Context: an optimization exercise on an open-source flow, tuned for small area, a short achievable clock period and few clock cycles per item. The choices shown serve that exercise and are no tape-out recipe. Function was not checked in any run shown here: the RTL went through the layout flow alone. Power is estimated from default activity; no workload was simulated.

## flow/design.v (module list and top-level ports; edited modules follow where they fit)
// module MatrixMultiplication: 589 lines
module MatrixMultiplication (
    input clk,
    input reset,
    input start,
    input [71:0] A_flat,   
    input [71:0] B_flat,   
    output [71:0] C_flat,  
    output reg done
);
  // ...
==> flow/flow/run.sh <==
#!/bin/bash
# Standard layout, except that the port buffers are the smallest buffer cell
# instead of the cell buffer_ports picks by default (clkdlybuf4s50_1).
set -euo pipefail
export BUFFER_PORTS_ARGS="-buffer_cell sky130_fd_sc_hd__buf_1"
bash standard.sh finish > standard_make.log 2>&1
==> flow/standard.sh <==
#!/bin/bash
# synth_recipe.tcl (not shown) runs the flow's synth.tcl, then flattens the netlist and writes it again
# the make line also repeats each setting of config.mk as NAME=value (left out here)
make -C /OpenROAD-flow-scripts/flow DESIGN_CONFIG=/design/flow/config.mk WORK_HOME=/design/flow/orfs CLKGATE_MAP_FILE= SYNTH_SCRIPT=/design/flow/synth_recipe.tcl "${@:-finish}"
==> flow/config.mk <==
export PLATFORM = sky130hd
export DESIGN_NAME = MatrixMultiplication
export DESIGN_NICKNAME = MatrixMultiplication
export VERILOG_FILES = /design/flow/design.v
export SDC_FILE = /design/flow/constraint.sdc
export NUM_CORES = 4
export LEC_CHECK = 0
export CAP_MARGIN = 20
export CORE_MARGIN = 2
export CORE_UTILIZATION = 40
export SLEW_MARGIN = 20
==> flow/constraint.sdc <==
create_clock -name core_clock -period 10.0 [get_ports {clk}]
set_input_delay 2.0000 -clock core_clock [delete_from_list [all_inputs] [get_ports {clk}]]
set_output_delay 2.0000 -clock core_clock [all_outputs]
set_load 0.01 [all_outputs]
==> reports/metrics.yaml, run 1 <==
critical_path:
  max_stage_delay_ns: 0.86
  critPathKind: "input pin to flop"
sta:
  slew_headroom_pct: 22.84
  rsz0062_at_grt: "false"
  drv_slew: 0
synth:
  synth-simple-area-share_pct: 15.29
  synth_area_sq_um: 12140
  synth.area.mux_share_pct: 2.133
  async_flop_share_pct: 4.000
  synth_most_common_cell: "inv_1"
  synth_edf_count: 0
drt:
  drc: 0
  drtPass1Iterations: 7
  drt-initial-drc-count: 607
  viasPerCell: 5.034
finish:
  final_cell_mix: "inv_1 (234), nand2_1 (225), buf_1 (219), nor2_1 (146), fa_1 (144)"
  fillers: 3056
  clkCellAreaFrac_pct: 2.066
  nClkBuffers: 10
  final_area_sq_um: 13570
  buffer_area_share_pct: 6.945
  nNonClkBuffers: 235
  dominant_cells: "multi-input gates"
placed_design:
  placed_cells: 2020
  gp_congestion: 0.8907
cts:
  hold_buffers: 0
grt:
  grt.total_usage_pct: 24.01
status:
  outcome: "no timing/DRC/antenna violations"
floorplan:
  ios: 220
  rows: 63
  core_sq_um: 29800
power_and_ir_drop:
  finalPower_uw: 4258
  power_frac_comb_pct: 77.9
worst_hold_path:
  worstHoldEndpoint: "done$_DFFE_PP0P_"
==> run 2: changes to the inputs <==
--- a/flow/design.v
+++ b/flow/design.v
@@ -5,24 +5,24 @@
     input [71:0] A_flat,   
     input [71:0] B_flat,   
     output [71:0] C_flat,  
     output reg done
 );
     reg s1, s2;                   
     wire busy = s1 | s2;
     wire go = ~busy & start;      
-    wire [7:0] As0 = ({8{go}} & A_flat[0 +: 8]) | ({8{s1}} & A_flat[8 +: 8]) | ({8{s2}} & A_flat[16 +: 8]);
-    wire [7:0] As1 = ({8{go}} & A_flat[24 +: 8]) | ({8{s1}} & A_flat[32 +: 8]) | ({8{s2}} & A_flat[40 +: 8]);
-    wire [7:0] As2 = ({8{go}} & A_flat[48 +: 8]) | ({8{s1}} & A_flat[56 +: 8]) | ({8{s2}} & A_flat[64 +: 8]);
+    wire [7:0] As0 = s1 ? A_flat[8 +: 8] : s2 ? A_flat[16 +: 8] : A_flat[0 +: 8];
+    wire [7:0] As1 = s1 ? A_flat[32 +: 8] : s2 ? A_flat[40 +: 8] : A_flat[24 +: 8];
+    wire [7:0] As2 = s1 ? A_flat[56 +: 8] : s2 ? A_flat[64 +: 8] : A_flat[48 +: 8];
     wire [7:0] Bs0 = s1 ? B_flat[24 +: 8] : s2 ? B_flat[48 +: 8] : B_flat[0 +: 8];
     wire [7:0] Bs1 = s1 ? B_flat[32 +: 8] : s2 ? B_flat[56 +: 8] : B_flat[8 +: 8];
     wire [7:0] Bs2 = s1 ? B_flat[40 +: 8] : s2 ? B_flat[64 +: 8] : B_flat[16 +: 8];
     reg [7:0] c0;
-    wire [7:0] gs0 = {8{~go}} & c0;
+    wire [7:0] gs0 = {8{busy}} & c0;
     wire e0_s0 = gs0[5] ^ (As0[0] & Bs0[5]);
     wire e0_c0 = gs0[5] & (As0[0] & Bs0[5]);
     wire e0_s1 = gs0[6] ^ (As0[0] & Bs0[6]) ^ (As0[1] & Bs0[5]);
     wire e0_c1 = (gs0[6] & (As0[0] & Bs0[6])) | (gs0[6] & (As0[1] & Bs0[5])) | ((As0[0] & Bs0[6]) & (As0[1] & Bs0[5]));
     wire e0_s2 = (As0[2] & Bs0[4]) ^ (As0[3] & Bs0[3]);
     wire e0_c2 = (As0[2] & Bs0[4]) & (As0[3] & Bs0[3]);
     wire e0_s3 = gs0[7] ^ (As0[0] & Bs0[7]) ^ (As0[1] & Bs0[6]);
     wire e0_c3 = (gs0[7] & (As0[0] & Bs0[7])) | (gs0[7] & (As0[1] & Bs0[6])) | ((As0[0] & Bs0[7]) & (As0[1] & Bs0[6]));
@@ -71,20 +71,20 @@
     wire e0_s25 = e0_c17 ^ e0_s10 ^ e0_s18;
     wire e0_c25 = (e0_c17 & e0_s10) | (e0_c17 & e0_s18) | (e0_s10 & e0_s18);
     wire e0_s26 = e0_c18 ^ e0_s12 ^ e0_s19;
     wire e0_c26 = (e0_c18 & e0_s12) | (e0_c18 & e0_s19) | (e0_s12 & e0_s19);
     wire e0_s27 = e0_s14 ^ e0_c19 ^ e0_s20;
     wire e0_c27 = (e0_s14 & e0_c19) | (e0_s14 & e0_s20) | (e0_c19 & e0_s20);
     wire [7:0] n0 = {e0_s27, e0_s26, e0_s25, e0_s24, e0_s23, e0_s22, e0_s21, gs0[0]} + {e0_c26, e0_c25, e0_c24, e0_c23, e0_c22, e0_c21, (As0[1] & Bs0[0]), (As0[0] & Bs0[0])};
     always @(posedge clk)
-        if (1'b1) c0 <= n0;
+        if (go | busy) c0 <= n0;
     assign C_flat[0 +: 8] = c0;
     reg [7:0] c1;
-    wire [7:0] gs1 = {8{~go}} & c1;
+    wire [7:0] gs1 = {8{busy}} & c1;
     wire e1_s0 = gs1[5] ^ (As0[0] & Bs1[5]);
     wire e1_c0 = gs1[5] & (As0[0] & Bs1[5]);
     wire e1_s1 = gs1[6] ^ (As0[0] & Bs1[6]) ^ (As0[1] & Bs1[5]);
     wire e1_c1 = (gs1[6] & (As0[0] & Bs1[6])) | (gs1[6] & (As0[1] & Bs1[5])) | ((As0[0] & Bs1[6]) & (As0[1] & Bs1[5]));
     wire e1_s2 = (As0[2] & Bs1[4]) ^ (As0[3] & Bs1[3]);
     wire e1_c2 = (As0[2] & Bs1[4]) & (As0[3] & Bs1[3]);
     wire e1_s3 = gs1[7] ^ (As0[0] & Bs1[7]) ^ (As0[1] & Bs1[6]);
     wire e1_c3 = (gs1[7] & (As0[0] & Bs1[7])) | (gs1[7] & (As0[1] & Bs1[6])) | ((As0[0] & Bs1[7]) & (As0[1] & Bs1[6]));
@@ -133,20 +133,20 @@
     wire e1_s25 = e1_c17 ^ e1_s10 ^ e1_s18;
     wire e1_c25 = (e1_c17 & e1_s10) | (e1_c17 & e1_s18) | (e1_s10 & e1_s18);
     wire e1_s26 = e1_c18 ^ e1_s12 ^ e1_s19;
     wire e1_c26 = (e1_c18 & e1_s12) | (e1_c18 & e1_s19) | (e1_s12 & e1_s19);
     wire e1_s27 = e1_s14 ^ e1_c19 ^ e1_s20;
     wire e1_c27 = (e1_s14 & e1_c19) | (e1_s14 & e1_s20) | (e1_c19 & e1_s20);
     wire [7:0] n1 = {e1_s27, e1_s26, e1_s25, e1_s24, e1_s23, e1_s22, e1_s21, gs1[0]} + {e1_c26, e1_c25, e1_c24, e1_c23, e1_c22, e1_c21, (As0[1] & Bs1[0]), (As0[0] & Bs1[0])};
     always @(posedge clk)
-        if (1'b1) c1 <= n1;
+        if (go | busy) c1 <= n1;
     assign C_flat[8 +: 8] = c1;
     reg [7:0] c2;
-    wire [7:0] gs2 = {8{~go}} & c2;
+    wire [7:0] gs2 = {8{busy}} & c2;
     wire e2_s0 = gs2[5] ^ (As0[0] & Bs2[5]);
     wire e2_c0 = gs2[5] & (As0[0] & Bs2[5]);
     wire e2_s1 = gs2[6] ^ (As0[0] & Bs2[6]) ^ (As0[1] & Bs2[5]);
     wire e2_c1 = (gs2[6] & (As0[0] & Bs2[6])) | (gs2[6] & (As0[1] & Bs2[5])) | ((As0[0] & Bs2[6]) & (As0[1] & Bs2[5]));
     wire e2_s2 = (As0[2] & Bs2[4]) ^ (As0[3] & Bs2[3]);
     wire e2_c2 = (As0[2] & Bs2[4]) & (As0[3] & Bs2[3]);
     wire e2_s3 = gs2[7] ^ (As0[0] & Bs2[7]) ^ (As0[1] & Bs2[6]);
     wire e2_c3 = (gs2[7] & (As0[0] & Bs2[7])) | (gs2[7] & (As0[1] & Bs2[6])) | ((As0[0] & Bs2[7]) & (As0[1] & Bs2[6]));
@@ -195,20 +195,20 @@
     wire e2_s25 = e2_c17 ^ e2_s10 ^ e2_s18;
     wire e2_c25 = (e2_c17 & e2_s10) | (e2_c17 & e2_s18) | (e2_s10 & e2_s18);
     wire e2_s26 = e2_c18 ^ e2_s12 ^ e2_s19;
     wire e2_c26 = (e2_c18 & e2_s12) | (e2_c18 & e2_s19) | (e2_s12 & e2_s19);
     wire e2_s27 = e2_s14 ^ e2_c19 ^ e2_s20;
     wire e2_c27 = (e2_s14 & e2_c19) | (e2_s14 & e2_s20) | (e2_c19 & e2_s20);
     wire [7:0] n2 = {e2_s27, e2_s26, e2_s25, e2_s24, e2_s23, e2_s22, e2_s21, gs2[0]} + {e2_c26, e2_c25, e2_c24, e2_c23, e2_c22, e2_c21, (As0[1] & Bs2[0]), (As0[0] & Bs2[0])};
     always @(posedge clk)
-        if (1'b1) c2 <= n2;
+        if (go | busy) c2 <= n2;
     assign C_flat[16 +: 8] = c2;
     reg [7:0] c3;
-    wire [7:0] gs3 = {8{~go}} & c3;
+    wire [7:0] gs3 = {8{busy}} & c3;
     wire e3_s0 = gs3[5] ^ (As1[0] & Bs0[5]);
     wire e3_c0 = gs3[5] & (As1[0] & Bs0[5]);
     wire e3_s1 = gs3[6] ^ (As1[0] & Bs0[6]) ^ (As1[1] & Bs0[5]);
     wire e3_c1 = (gs3[6] & (As1[0] & Bs0[6])) | (gs3[6] & (As1[1] & Bs0[5])) | ((As1[0] & Bs0[6]) & (As1[1] & Bs0[5]));
     wire e3_s2 = (As1[2] & Bs0[4]) ^ (As1[3] & Bs0[3]);
     wire e3_c2 = (As1[2] & Bs0[4]) & (As1[3] & Bs0[3]);
     wire e3_s3 = gs3[7] ^ (As1[0] & Bs0[7]) ^ (As1[1] & Bs0[6]);
     wire e3_c3 = (gs3[7] & (As1[0] & Bs0[7])) | (gs3[7] & (As1[1] & Bs0[6])) | ((As1[0] & Bs0[7]) & (As1[1] & Bs0[6]));
@@ -257,20 +257,20 @@
     wire e3_s25 = e3_c17 ^ e3_s10 ^ e3_s18;
     wire e3_c25 = (e3_c17 & e3_s10) | (e3_c17 & e3_s18) | (e3_s10 & e3_s18);
     wire e3_s26 = e3_c18 ^ e3_s12 ^ e3_s19;
     wire e3_c26 = (e3_c18 & e3_s12) | (e3_c18 & e3_s19) | (e3_s12 & e3_s19);
     wire e3_s27 = e3_s14 ^ e3_c19 ^ e3_s20;
     wire e3_c27 = (e3_s14 & e3_c19) | (e3_s14 & e3_s20) | (e3_c19 & e3_s20);
     wire [7:0] n3 = {e3_s27, e3_s26, e3_s25, e3_s24, e3_s23, e3_s22, e3_s21, gs3[0]} + {e3_c26, e3_c25, e3_c24, e3_c23, e3_c22, e3_c21, (As1[1] & Bs0[0]), (As1[0] & Bs0[0])};
     always @(posedge clk)
-        if (1'b1) c3 <= n3;
+        if (go | busy) c3 <= n3;
     assign C_flat[24 +: 8] = c3;
     reg [7:0] c4;
-    wire [7:0] gs4 = {8{~go}} & c4;
+    wire [7:0] gs4 = {8{busy}} & c4;
     wire e4_s0 = gs4[5] ^ (As1[0] & Bs1[5]);
     wire e4_c0 = gs4[5] & (As1[0] & Bs1[5]);
     wire e4_s1 = gs4[6] ^ (As1[0] & Bs1[6]) ^ (As1[1] & Bs1[5]);
     wire e4_c1 = (gs4[6] & (As1[0] & Bs1[6])) | (gs4[6] & (As1[1] & Bs1[5])) | ((As1[0] & Bs1[6]) & (As1[1] & Bs1[5]));
     wire e4_s2 = (As1[2] & Bs1[4]) ^ (As1[3] & Bs1[3]);
     wire e4_c2 = (As1[2] & Bs1[4]) & (As1[3] & Bs1[3]);
     wire e4_s3 = gs4[7] ^ (As1[0] & Bs1[7]) ^ (As1[1] & Bs1[6]);
     wire e4_c3 = (gs4[7] & (As1[0] & Bs1[7])) | (gs4[7] & (As1[1] & Bs1[6])) | ((As1[0] & Bs1[7]) & (As1[1] & Bs1[6]));
@@ -319,20 +319,20 @@
     wire e4_s25 = e4_c17 ^ e4_s10 ^ e4_s18;
     wire e4_c25 = (e4_c17 & e4_s10) | (e4_c17 & e4_s18) | (e4_s10 & e4_s18);
     wire e4_s26 = e4_c18 ^ e4_s12 ^ e4_s19;
     wire e4_c26 = (e4_c18 & e4_s12) | (e4_c18 & e4_s19) | (e4_s12 & e4_s19);
     wire e4_s27 = e4_s14 ^ e4_c19 ^ e4_s20;
     wire e4_c27 = (e4_s14 & e4_c19) | (e4_s14 & e4_s20) | (e4_c19 & e4_s20);
     wire [7:0] n4 = {e4_s27, e4_s26, e4_s25, e4_s24, e4_s23, e4_s22, e4_s21, gs4[0]} + {e4_c26, e4_c25, e4_c24, e4_c23, e4_c22, e4_c21, (As1[1] & Bs1[0]), (As1[0] & Bs1[0])};
     always @(posedge clk)
-        if (1'b1) c4 <= n4;
+        if (go | busy) c4 <= n4;
     assign C_flat[32 +: 8] = c4;
     reg [7:0] c5;
-    wire [7:0] gs5 = {8{~go}} & c5;
+    wire [7:0] gs5 = {8{busy}} & c5;
     wire e5_s0 = gs5[5] ^ (As1[0] & Bs2[5]);
     wire e5_c0 = gs5[5] & (As1[0] & Bs2[5]);
     wire e5_s1 = gs5[6] ^ (As1[0] & Bs2[6]) ^ (As1[1] & Bs2[5]);
     wire e5_c1 = (gs5[6] & (As1[0] & Bs2[6])) | (gs5[6] & (As1[1] & Bs2[5])) | ((As1[0] & Bs2[6]) & (As1[1] & Bs2[5]));
     wire e5_s2 = (As1[2] & Bs2[4]) ^ (As1[3] & Bs2[3]);
     wire e5_c2 = (As1[2] & Bs2[4]) & (As1[3] & Bs2[3]);
     wire e5_s3 = gs5[7] ^ (As1[0] & Bs2[7]) ^ (As1[1] & Bs2[6]);
     wire e5_c3 = (gs5[7] & (As1[0] & Bs2[7])) | (gs5[7] & (As1[1] & Bs2[6])) | ((As1[0] & Bs2[7]) & (As1[1] & Bs2[6]));
@@ -381,20 +381,20 @@
     wire e5_s25 = e5_c17 ^ e5_s10 ^ e5_s18;
     wire e5_c25 = (e5_c17 & e5_s10) | (e5_c17 & e5_s18) | (e5_s10 & e5_s18);
     wire e5_s26 = e5_c18 ^ e5_s12 ^ e5_s19;
     wire e5_c26 = (e5_c18 & e5_s12) | (e5_c18 & e5_s19) | (e5_s12 & e5_s19);
     wire e5_s27 = e5_s14 ^ e5_c19 ^ e5_s20;
     wire e5_c27 = (e5_s14 & e5_c19) | (e5_s14 & e5_s20) | (e5_c19 & e5_s20);
     wire [7:0] n5 = {e5_s27, e5_s26, e5_s25, e5_s24, e5_s23, e5_s22, e5_s21, gs5[0]} + {e5_c26, e5_c25, e5_c24, e5_c23, e5_c22, e5_c21, (As1[1] & Bs2[0]), (As1[0] & Bs2[0])};
     always @(posedge clk)
-        if (1'b1) c5 <= n5;
+        if (go | busy) c5 <= n5;
     assign C_flat[40 +: 8] = c5;
     reg [7:0] c6;
-    wire [7:0] gs6 = {8{~go}} & c6;
+    wire [7:0] gs6 = {8{busy}} & c6;
     wire e6_s0 = gs6[5] ^ (As2[0] & Bs0[5]);
     wire e6_c0 = gs6[5] & (As2[0] & Bs0[5]);
     wire e6_s1 = gs6[6] ^ (As2[0] & Bs0[6]) ^ (As2[1] & Bs0[5]);
     wire e6_c1 = (gs6[6] & (As2[0] & Bs0[6])) | (gs6[6] & (As2[1] & Bs0[5])) | ((As2[0] & Bs0[6]) & (As2[1] & Bs0[5]));
     wire e6_s2 = (As2[2] & Bs0[4]) ^ (As2[3] & Bs0[3]);
     wire e6_c2 = (As2[2] & Bs0[4]) & (As2[3] & Bs0[3]);
     wire e6_s3 = gs6[7] ^ (As2[0] & Bs0[7]) ^ (As2[1] & Bs0[6]);
     wire e6_c3 = (gs6[7] & (As2[0] & Bs0[7])) | (gs6[7] & (As2[1] & Bs0[6])) | ((As2[0] & Bs0[7]) & (As2[1] & Bs0[6]));
@@ -443,20 +443,20 @@
     wire e6_s25 = e6_c17 ^ e6_s10 ^ e6_s18;
     wire e6_c25 = (e6_c17 & e6_s10) | (e6_c17 & e6_s18) | (e6_s10 & e6_s18);
     wire e6_s26 = e6_c18 ^ e6_s12 ^ e6_s19;
     wire e6_c26 = (e6_c18 & e6_s12) | (e6_c18 & e6_s19) | (e6_s12 & e6_s19);
     wire e6_s27 = e6_s14 ^ e6_c19 ^ e6_s20;
     wire e6_c27 = (e6_s14 & e6_c19) | (e6_s14 & e6_s20) | (e6_c19 & e6_s20);
     wire [7:0] n6 = {e6_s27, e6_s26, e6_s25, e6_s24, e6_s23, e6_s22, e6_s21, gs6[0]} + {e6_c26, e6_c25, e6_c24, e6_c23, e6_c22, e6_c21, (As2[1] & Bs0[0]), (As2[0] & Bs0[0])};
     always @(posedge clk)
-        if (1'b1) c6 <= n6;
+        if (go | busy) c6 <= n6;
     assign C_flat[48 +: 8] = c6;
     reg [7:0] c7;
-    wire [7:0] gs7 = {8{~go}} & c7;
+    wire [7:0] gs7 = {8{busy}} & c7;
     wire e7_s0 = gs7[5] ^ (As2[0] & Bs1[5]);
     wire e7_c0 = gs7[5] & (As2[0] & Bs1[5]);
     wire e7_s1 = gs7[6] ^ (As2[0] & Bs1[6]) ^ (As2[1] & Bs1[5]);
     wire e7_c1 = (gs7[6] & (As2[0] & Bs1[6])) | (gs7[6] & (As2[1] & Bs1[5])) | ((As2[0] & Bs1[6]) & (As2[1] & Bs1[5]));
     wire e7_s2 = (As2[2] & Bs1[4]) ^ (As2[3] & Bs1[3]);
     wire e7_c2 = (As2[2] & Bs1[4]) & (As2[3] & Bs1[3]);
     wire e7_s3 = gs7[7] ^ (As2[0] & Bs1[7]) ^ (As2[1] & Bs1[6]);
     wire e7_c3 = (gs7[7] & (As2[0] & Bs1[7])) | (gs7[7] & (As2[1] & Bs1[6])) | ((As2[0] & Bs1[7]) & (As2[1] & Bs1[6]));
@@ -505,20 +505,20 @@
     wire e7_s25 = e7_c17 ^ e7_s10 ^ e7_s18;
     wire e7_c25 = (e7_c17 & e7_s10) | (e7_c17 & e7_s18) | (e7_s10 & e7_s18);
     wire e7_s26 = e7_c18 ^ e7_s12 ^ e7_s19;
     wire e7_c26 = (e7_c18 & e7_s12) | (e7_c18 & e7_s19) | (e7_s12 & e7_s19);
     wire e7_s27 = e7_s14 ^ e7_c19 ^ e7_s20;
     wire e7_c27 = (e7_s14 & e7_c19) | (e7_s14 & e7_s20) | (e7_c19 & e7_s20);
     wire [7:0] n7 = {e7_s27, e7_s26, e7_s25, e7_s24, e7_s23, e7_s22, e7_s21, gs7[0]} + {e7_c26, e7_c25, e7_c24, e7_c23, e7_c22, e7_c21, (As2[1] & Bs1[0]), (As2[0] & Bs1[0])};
     always @(posedge clk)
-        if (1'b1) c7 <= n7;
+        if (go | busy) c7 <= n7;
     assign C_flat[56 +: 8] = c7;
     reg [7:0] c8;
-    wire [7:0] gs8 = {8{~go}} & c8;
+    wire [7:0] gs8 = {8{busy}} & c8;
     wire e8_s0 = gs8[5] ^ (As2[0] & Bs2[5]);
     wire e8_c0 = gs8[5] & (As2[0] & Bs2[5]);
     wire e8_s1 = gs8[6] ^ (As2[0] & Bs2[6]) ^ (As2[1] & Bs2[5]);
     wire e8_c1 = (gs8[6] & (As2[0] & Bs2[6])) | (gs8[6] & (As2[1] & Bs2[5])) | ((As2[0] & Bs2[6]) & (As2[1] & Bs2[5]));
     wire e8_s2 = (As2[2] & Bs2[4]) ^ (As2[3] & Bs2[3]);
     wire e8_c2 = (As2[2] & Bs2[4]) & (As2[3] & Bs2[3]);
     wire e8_s3 = gs8[7] ^ (As2[0] & Bs2[7]) ^ (As2[1] & Bs2[6]);
     wire e8_c3 = (gs8[7] & (As2[0] & Bs2[7])) | (gs8[7] & (As2[1] & Bs2[6])) | ((As2[0] & Bs2[7]) & (As2[1] & Bs2[6]));
@@ -567,17 +567,17 @@
     wire e8_s25 = e8_c17 ^ e8_s10 ^ e8_s18;
     wire e8_c25 = (e8_c17 & e8_s10) | (e8_c17 & e8_s18) | (e8_s10 & e8_s18);
     wire e8_s26 = e8_c18 ^ e8_s12 ^ e8_s19;
     wire e8_c26 = (e8_c18 & e8_s12) | (e8_c18 & e8_s19) | (e8_s12 & e8_s19);
     wire e8_s27 = e8_s14 ^ e8_c19 ^ e8_s20;
     wire e8_c27 = (e8_s14 & e8_c19) | (e8_s14 & e8_s20) | (e8_c19 & e8_s20);
     wire [7:0] n8 = {e8_s27, e8_s26, e8_s25, e8_s24, e8_s23, e8_s22, e8_s21, gs8[0]} + {e8_c26, e8_c25, e8_c24, e8_c23, e8_c22, e8_c21, (As2[1] & Bs2[0]), (As2[0] & Bs2[0])};
     always @(posedge clk)
-        if (1'b1) c8 <= n8;
+        if (go | busy) c8 <= n8;
     assign C_flat[64 +: 8] = c8;
     always @(posedge clk or posedge reset) begin
         if (reset) begin
             s1 <= 1'b0;
             s2 <= 1'b0;
             done <= 1'b0;
         end else begin
             s1 <= go;
==> run 2 against run 1 <==
Compared with the run above: still clean; die area is 8.7% higher; critical path depth is 3 higher; cell count is 2.3% higher; routed wire length is 0.59% lower; clock power is 6.3% lower; worst hold slack worse by 0.0013 ns; register-to-register slack worse by 0.26 ns.
==> reports/metrics.yaml, run 2 <==
sta:
  skew_ns: 0.01072
  setup_viol_count_final: 0
  worst_slew_pin_slew_ns: 1.093
  slew_headroom_pct: 27.16  # +4.3 points
  drv_slew: 0  # unchanged
  period_share_pct: 60.55
  fin_crit_ns: 6.055
  finalSetupTns_ns: 0
  final_hold_viol_count: 0
  rsz0062_at_grt: "false"
  maxClockFrequency_mhz: 165.1
  hold_slack_ns: 0.5054
floorplan:
  dieArea_sq_um: 34530
  rows: 66  # +4.8%
  start_util_pct: 40.64
  core_sq_um: 32540  # +9.2%
  fp.dieH_microns: 185.8
  die_w_microns: 185.8
  ios: 220  # unchanged
drt:
  drt-initial-drc-count: 556  # -8.4%
  drtPass1Iterations: 5  # -2
  via_count: 10320
  wirelength_mm: 37.18
  viasPerCell: 4.956  # -1.6%
  routedWlPerCell_microns: 17.85
  drtAntennaViolNets: 0
  drc: 0  # unchanged
power_and_ir_drop:
  clkPwrFrac_pct: 6.9
  power_frac_comb_pct: 75.5  # -2.4 points
  netSwitchingFraction_pct: 45.31
  peakVddDrop_mv: 0.1440
  p_leak_uw: 0.006942
  internal_power_uw: 2475
  seqPwrFrac_pct: 17.6
  p_sw_uw: 2051
  power_density_nw_per_um2: 308.8
synth:
  synth_area_sq_um: 13220  # +8.9%
  yosysTopAreaCellShare_pct: 21.80
  syn_inst: 1447
  synth_edf_count: 72  # +72
  synth-simple-area-share_pct: 13.79  # -1.5 points
  synth_most_common_cell: "inv_1"
  synth_fa_ha_area_share_pct: 32.87
  synth.area.mux_share_pct: 6.302  # +4.2 points
  yosys.area.top_type: "fa_1"
  synth-seq-cells: 75
  synthXorXnorAreaFrac_pct: 12.89
  async_flop_share_pct: 4.000  # unchanged
  ys_warn_count: 1
  avgSynthCellArea_sq_um: 9.138
  synth_area_leaders: "fa_1 (22%), edfxtp_1 (16%), ha_1 (11%)"
  synth.top_cells.by_count: "inv_1 (235), nor2_1 (186), nand2_1 (161), fa_1 (144), ha_1 (117)"
  synthesis.nets: 1855
  synth_top_family_by_area: "adder cells"
  ys_types: 37
  synth_compound_area_share_pct: 7.807
  synth_seq_area_share_pct: 16.92
  ys.flop_type: "edfxtp_1"
cts:
  clk_path_buf_depth: 2
  cts_resized: 0
  numCtsBuffers: 9
  htree_levels: 3
  hold_buffers: 0  # unchanged
  post-cts-setup-buffers: 0
  clk_pin_slew_ns: 0.06
  clock-root-buffer: "clkbuf_16"
  cts.sinks: 75
  clkLatencyLatePin_ns: 0.36
  tritoncts: "done"
critical_path:
  path_max_fanout: 24
  worst_ep_arrival_time_ns: 6.16
  critPathLaunchType: "input pin"
  critPathKind: "input pin to flop"
  ff2ff_path_depth: 16
  end_kind: "flop"
  crit_required_ns: 10.10
finish:
  final_nets: 2045
  final_common_cell: "inv_1"
  multiInputGateArea_sq_um: 9752
  syn_to_final_growth_pct: 10.83
  layout-drive-gt1-share_pct: 6.033
  num_antenna_cells: 0
  fillers: 3282  # +7.4%
  ff_latch_area_sq_um: 2245
  final_cell_mix: "inv_1 (235), buf_1 (219), nor2_1 (186), nand2_1 (161), fa_1 (144)"
grt:
  grt.total_usage_pct: 22.38  # -1.6 points
  grt_pass1_wl_mm: 58.41
  antenna_found_initial: 0
  grt_max_degree: 73
  grt_pass1_vias: 10820
  gr-total-overflow: 0
status:
  outcome: "no timing/DRC/antenna violations"
placed_design:
  gp_congestion: 0.8611  # -3.3%
  dp_hpwl_mm: 28.16
  io_buffer_count: 219
worst_hold_path:
  hold_path_class: "flop to flop"
  holdPathStages: 2
job:
  maxCapViolations: 0
==> run 2: changes by cell type in the layout (fill, tap and decap cells not counted), sizes merged, moves of 8 or more <==
cell    change
nor2       +40
o21ai      +12
a22o       -15
mux2i      +30
mux2       +12
or2        +11
dfxtp      -72
xor2       +15
edfxtp     +72
a22oi       -8
nand2      -63
xnor2      -21
==> run 2: cell families (layout without fill, tap and decap cells) <==
group           count (synthesis)  count (layout)
fa+ha+maj                     261             261
xor+xnor                      162             162
mux                            67              67
buf+inv                       295             489
simple gates                  432             432
flops                          75              75
compound gates                155             155
==> run 2: routing by layer <==
metal  vias up  GRT usage [%]  part of all wire (%)  wire [microns]
li1       4904              -                     -               -
met1      5062          27.88                    43           15890
met2       312          41.04                    50           18730
met3        45          2.328                   5.0            1857
met4         0          5.953                   1.9             709
met5         -              0                     0               0
==> run 2: final cells by class <==
type	instances	area share [%]
clock buffer	10	1.562
sequential	75	15.32
timing repair buffer	239	6.634
inverter	235	6.019
clock inverter	5	0.1451
tap	442	3.774
multi-input combinational	1077	66.55
==> run 2: per-stage QoR <==
| step | cells | cell area [sq um] | power (uW) | setup WS (ns) | utilization, % |
|---|---|---|---|---|---|
| 5_1_grt | 2083 | 14650 | 5004 | 3.746 | 45.04 |
| 4_1_cts | 2083 | 14650 | 4566 | 3.951 | 45.04 |
| 3_5_place_dp | 2068 | 14400 | 4215 | 3.573 | 44.27 |
| 3_3_place_gp | 2068 | 14400 | 4143 | 3.708 | 44.27 |
| 6_report | 2083 | 14650 | 4525 | 3.945 | 45.04 |
| 2_1_floorplan | 1447 | 13220 | 3483 | 4.060 | - |
==> run 2: final timing paths <==
kind                            slack (ns)              from               end
min in group asynchronous             1.47             reset  done$_DFFE_PP0P_
worst max register to register        4.21      s1$_DFF_PP0_   c5[7]$_DFFE_PP_
worst min-delay path                  0.51  done$_DFFE_PP0P_  done$_DFFE_PP0P_
worst max-delay path                  3.94        A_flat[40]   c5[7]$_DFFE_PP_
worst min register to register        0.51  done$_DFFE_PP0P_  done$_DFFE_PP0P_
max in group asynchronous             8.38             reset      s2$_DFF_PP0_
==> run 2: critical path, stage by stage <==
cell	delay [ns]
buf_1	0.07
mux2_2	0.28
mux2i_4	0.73
nor2_1	0.12
ha_1	0.32
inv_1	0.05
fa_1	0.41
inv_1	0.09
fa_1	0.43
fa_1	0.45
xor2_1	0.16
xnor2_1	0.18
xnor2_1	0.14
xnor3_1	0.45
xnor2_1	0.15
xnor2_1	0.12
==> run 2: power groups by stage <==
stage	Combinational, uW	Sequential, uW	Clock [uW]
finish	3420	796	311
global route	3860	819	329
CTS	3440	804	319
detailed placement	3410	809	0
global placement	3340	805	0
floorplan	2640	841	0
==> run 3: changes to the inputs <==
--- a/flow/config.mk
+++ b/flow/config.mk
@@ -8,4 +8,5 @@
 export CAP_MARGIN = 20
 export CORE_MARGIN = 2
 export CORE_UTILIZATION = 40
+export SETUP_SLACK_MARGIN = 3
 export SLEW_MARGIN = 20
==> run 3 against run 2 <==
Compared with the run above: critical endpoint unchanged; non-clock buffer count did not move; setup slack did not move; design area did not move; largest power group unchanged; core utilization did not move; sequential power barely moved.
==> reports/metrics.yaml, run 3 <==
cts:
  clock-root-buffer: "clkbuf_16"
  cts_resized: 0  # unchanged
  clkLatencyLatePin_ns: 0.36  # about the same
  tritoncts: "done"
  clk_path_buf_depth: 2  # unchanged
  cts.sinks: 75  # unchanged
  post-cts-setup-buffers: 0  # unchanged
  clk_pin_slew_ns: 0.06  # about the same
  htree_levels: 3  # unchanged
  numCtsBuffers: 9  # unchanged
  hold_buffers: 0  # unchanged
drt:
  wirelength_mm: 37.18  # unchanged
  routedWlPerCell_microns: 17.85  # unchanged
  drt-initial-drc-count: 556  # unchanged
  highest_layer: "met4"
  drc: 0  # unchanged
  met3_length_mm: 1.857  # unchanged
  via_count: 10320  # unchanged
  route.met2.wl_mm: 18.73  # unchanged
  drtAntennaViolNets: 0  # unchanged
  drt-met1-wl_mm: 15.89  # unchanged
  drtPass1Iterations: 5  # unchanged
  viasPerCell: 4.956  # unchanged
finish:
  num_antenna_cells: 0  # unchanged
  final_common_cell: "inv_1"
  syn_to_final_growth_pct: 10.83  # unchanged
  multiInputGateArea_sq_um: 9752  # unchanged
  fillers: 3282  # unchanged
  final_nets: 2045  # unchanged
  layout-drive-gt1-share_pct: 6.033  # unchanged
  final_cell_mix: "inv_1 (235), buf_1 (219), nor2_1 (186), nand2_1 (161), fa_1 (144)"
  final_cells: 2083  # unchanged
  ff_latch_area_sq_um: 2245  # unchanged
critical_path:
  path_max_fanout: 24  # unchanged
  path_cells: "buf_1, mux2_2, mux2i_4, nor2_1, ha_1, inv_1, fa_1, inv_1, fa_1, fa_1, xor2_1, xnor2_1, xnor2_1, xnor3_1, xnor2_1, xnor2_1"
  end_kind: "flop"
  critPathTopFamily: "adder cells"
  worst_path_max_delay_cell: "mux2i_4"
  reg2reg_slack_ns: 4.21  # about the same
  critPathKind: "input pin to flop"
  max_stage_delay_ns: 0.73  # about the same
  crit_required_ns: 10.10  # about the same
  ff2ff_path_depth: 16  # unchanged
  path_common_cell: "xnor2_1"
  critPathLaunchType: "input pin"
  reg2reg_from: "s1$_DFF_PP0_"
  worst_ep_arrival_time_ns: 6.16  # about the same
  worstReg2RegEnd: "c5[7]$_DFFE_PP_"
  path_buf_inv: 3  # unchanged
synth:
  synth_seq_area_share_pct: 16.92  # unchanged
  synth_edf_count: 72  # unchanged
  ys_warn_count: 1  # unchanged
  synth_area_sq_um: 13220  # unchanged
  synthesis.nets: 1855  # unchanged
  synth_most_common_cell: "inv_1"
  synth_area_leaders: "fa_1 (22%), edfxtp_1 (16%), ha_1 (11%)"
  ys.flop_type: "edfxtp_1"
  syn_inst: 1447  # unchanged
  avgSynthCellArea_sq_um: 9.138  # unchanged
  yosys.area.top_type: "fa_1"
  ys_types: 37  # unchanged
  yosysTopAreaCellShare_pct: 21.80  # unchanged
  synth.top_cells.by_count: "inv_1 (235), nor2_1 (186), nand2_1 (161), fa_1 (144), ha_1 (117)"
  synth-seq-cells: 75  # unchanged
  async_flop_share_pct: 4.000  # unchanged
sta:
  fin_crit_ns: 6.055  # unchanged
  final_hold_viol_count: 0  # unchanged
  slew_headroom_pct: 27.16  # unchanged
  maxClockFrequency_mhz: 165.1  # unchanged
  skew_ns: 0.01072  # unchanged
  worst_slew_pin_slew_ns: 1.093  # unchanged
  setup_viol_count_final: 0  # unchanged
  finalSetupTns_ns: 0  # unchanged
  drv_slew: 0  # unchanged
  hold_slack_ns: 0.5054  # unchanged
  period_share_pct: 60.55  # unchanged
  rsz0062_at_grt: "false"
placed_design:
  placed_cells: 2068  # unchanged
  io_buffer_count: 219  # unchanged
  gp_congestion: 0.8611  # unchanged
  dp_hpwl_mm: 28.16  # unchanged
status:
  outcome: "no timing/DRC/antenna violations"
floorplan:
  core_sq_um: 32540  # unchanged
  start_util_pct: 40.64  # unchanged
  dieArea_sq_um: 34530  # unchanged
  rows: 66  # unchanged
  ios: 220  # unchanged
  fp.dieH_microns: 185.8  # unchanged
  die_w_microns: 185.8  # unchanged
power_and_ir_drop:
  power_density_nw_per_um2: 308.8  # unchanged
  peakVddDrop_mv: 0.1440  # unchanged
  p_leak_uw: 0.006942  # unchanged
grt:
  grt.total_usage_pct: 22.38  # unchanged
  grt_pass1_wl_mm: 58.41  # unchanged
  grt_pass1_vias: 10820  # unchanged
  gr-total-overflow: 0  # unchanged
  antenna_found_initial: 0  # unchanged
  grt_max_degree: 73  # unchanged
worst_hold_path:
  hold_path_class: "flop to flop"
  min-delay-start: "done$_DFFE_PP0P_"
  worstHoldEndpoint: "done$_DFFE_PP0P_"
  holdPathStages: 2  # unchanged
job:
  maxCapViolations: 0  # unchanged
-- run 3: cell counts in the layout (fill, tap and decap cells not counted) --
No cell type changed its count.
-- run 3: metal layers --
metal / vias to the layer above / track usage (%)
met1: 5062 / 27.88
met2: 312 / 41.04
met5: - / 0
met4: 0 / 5.953
met3: 45 / 2.328
li1: 4904 / -
-- run 3: worst max-delay path by stage --
stage	start	to	slack (ns)	depth (start not counted)
detailed placement	A_flat[40]	c5[7]$_DFFE_PP_	3.57	16
CTS	A_flat[40]	c5[7]$_DFFE_PP_	3.95	16
floorplan	A_flat[64]	c8[7]$_DFFE_PP_	4.06	16
finish	A_flat[40]	c5[7]$_DFFE_PP_	3.94	16
global placement	A_flat[40]	c5[7]$_DFFE_PP_	3.71	16
global route	A_flat[40]	c5[7]$_DFFE_PP_	3.75	16
-- run 3: area by class of cell --
cell class                 instances  share of cell area [%]
clock buffer                      10                   1.562
clock inverter                     5                  0.1451
inverter                         235                   6.019
multi-input combinational       1077                   66.55
sequential                        75                   15.32
tap                              442                   3.774
timing repair buffer             239                   6.634
-- run 3: metrics by stage --
step | util (%) | cell area (sq um) | worst slack, ns | total power [uW]
floorplan | - | 13220 | 4.060 | 3483
global placement | 44.27 | 14400 | 3.708 | 4143
detailed placement | 44.27 | 14400 | 3.573 | 4215
CTS | 45.04 | 14650 | 3.951 | 4566
global route | 45.04 | 14650 | 3.746 | 5004
finish | 45.04 | 14650 | 3.945 | 4525
-- run 3: power by group --
group	total (uW)	internal [uW]	leakage, uW	switching [uW]
sequential	796	697	0.000775	99.0
combinational	3420	1610	0.00604	1800
clock	311	164	0.000125	147
total	4530	2470	0.00694	2050
-- run 3: cell families (layout without fill, tap and decap cells) --
group	Yosys count	in the layout	synth area share, %
AO/OA/AOI/OAI	155	155	7.807
flip-flops	75	75	16.92
buffers and inverters	295	489	9.425
AND/OR/NAND/NOR	432	432	13.79
adder cells (fa/ha/maj)	261	261	32.87
XOR/XNOR	162	162	12.89
multiplexers	67	67	6.302
-- run 3: worst min-delay path, stage by stage, from the launching register on --
cell and delay, ns:
dfrtp_1 0.35, nor2_1 0.05, nor2_1 0.07

[afterwards: timing with drivers on the ports]
In the flow no input, the clock included, has a driving cell. The finished layouts below were timed again as built, in two steps. Step 1 (the two cells are an assumption about what drives the block):
set clk [get_ports {clk}]
set_driving_cell -lib_cell sky130_fd_sc_hd__clkbuf_16 $clk
set_driving_cell -lib_cell sky130_fd_sc_hd__buf_2 [delete_from_list [all_inputs] $clk]
Step 2, shift: input delay + t, output delay - t, t = (earliest + latest rising clock arrival at the registers) / 2. This alone moves slack from input paths to output paths. Slacks: ideal / step 1 / step 2; pairs: ideal / step 1.
run	t, ns	setup WS [ns]	worst hold slack (ns)
run 1	0.406	3.290 / 3.302 / 2.896	0.507 / 0.507 / 0.507
run 2	0.405	3.945 / 3.967 / 3.562	0.505 / 0.505 / 0.505
run 3	0.405	3.945 / 3.967 / 3.562	0.505 / 0.505 / 0.505
After both steps every run listed still meets setup and hold. For run 1, which loses most, drivers alone change the setup slack by +0.012 ns; drivers and shift together by -0.394 ns.
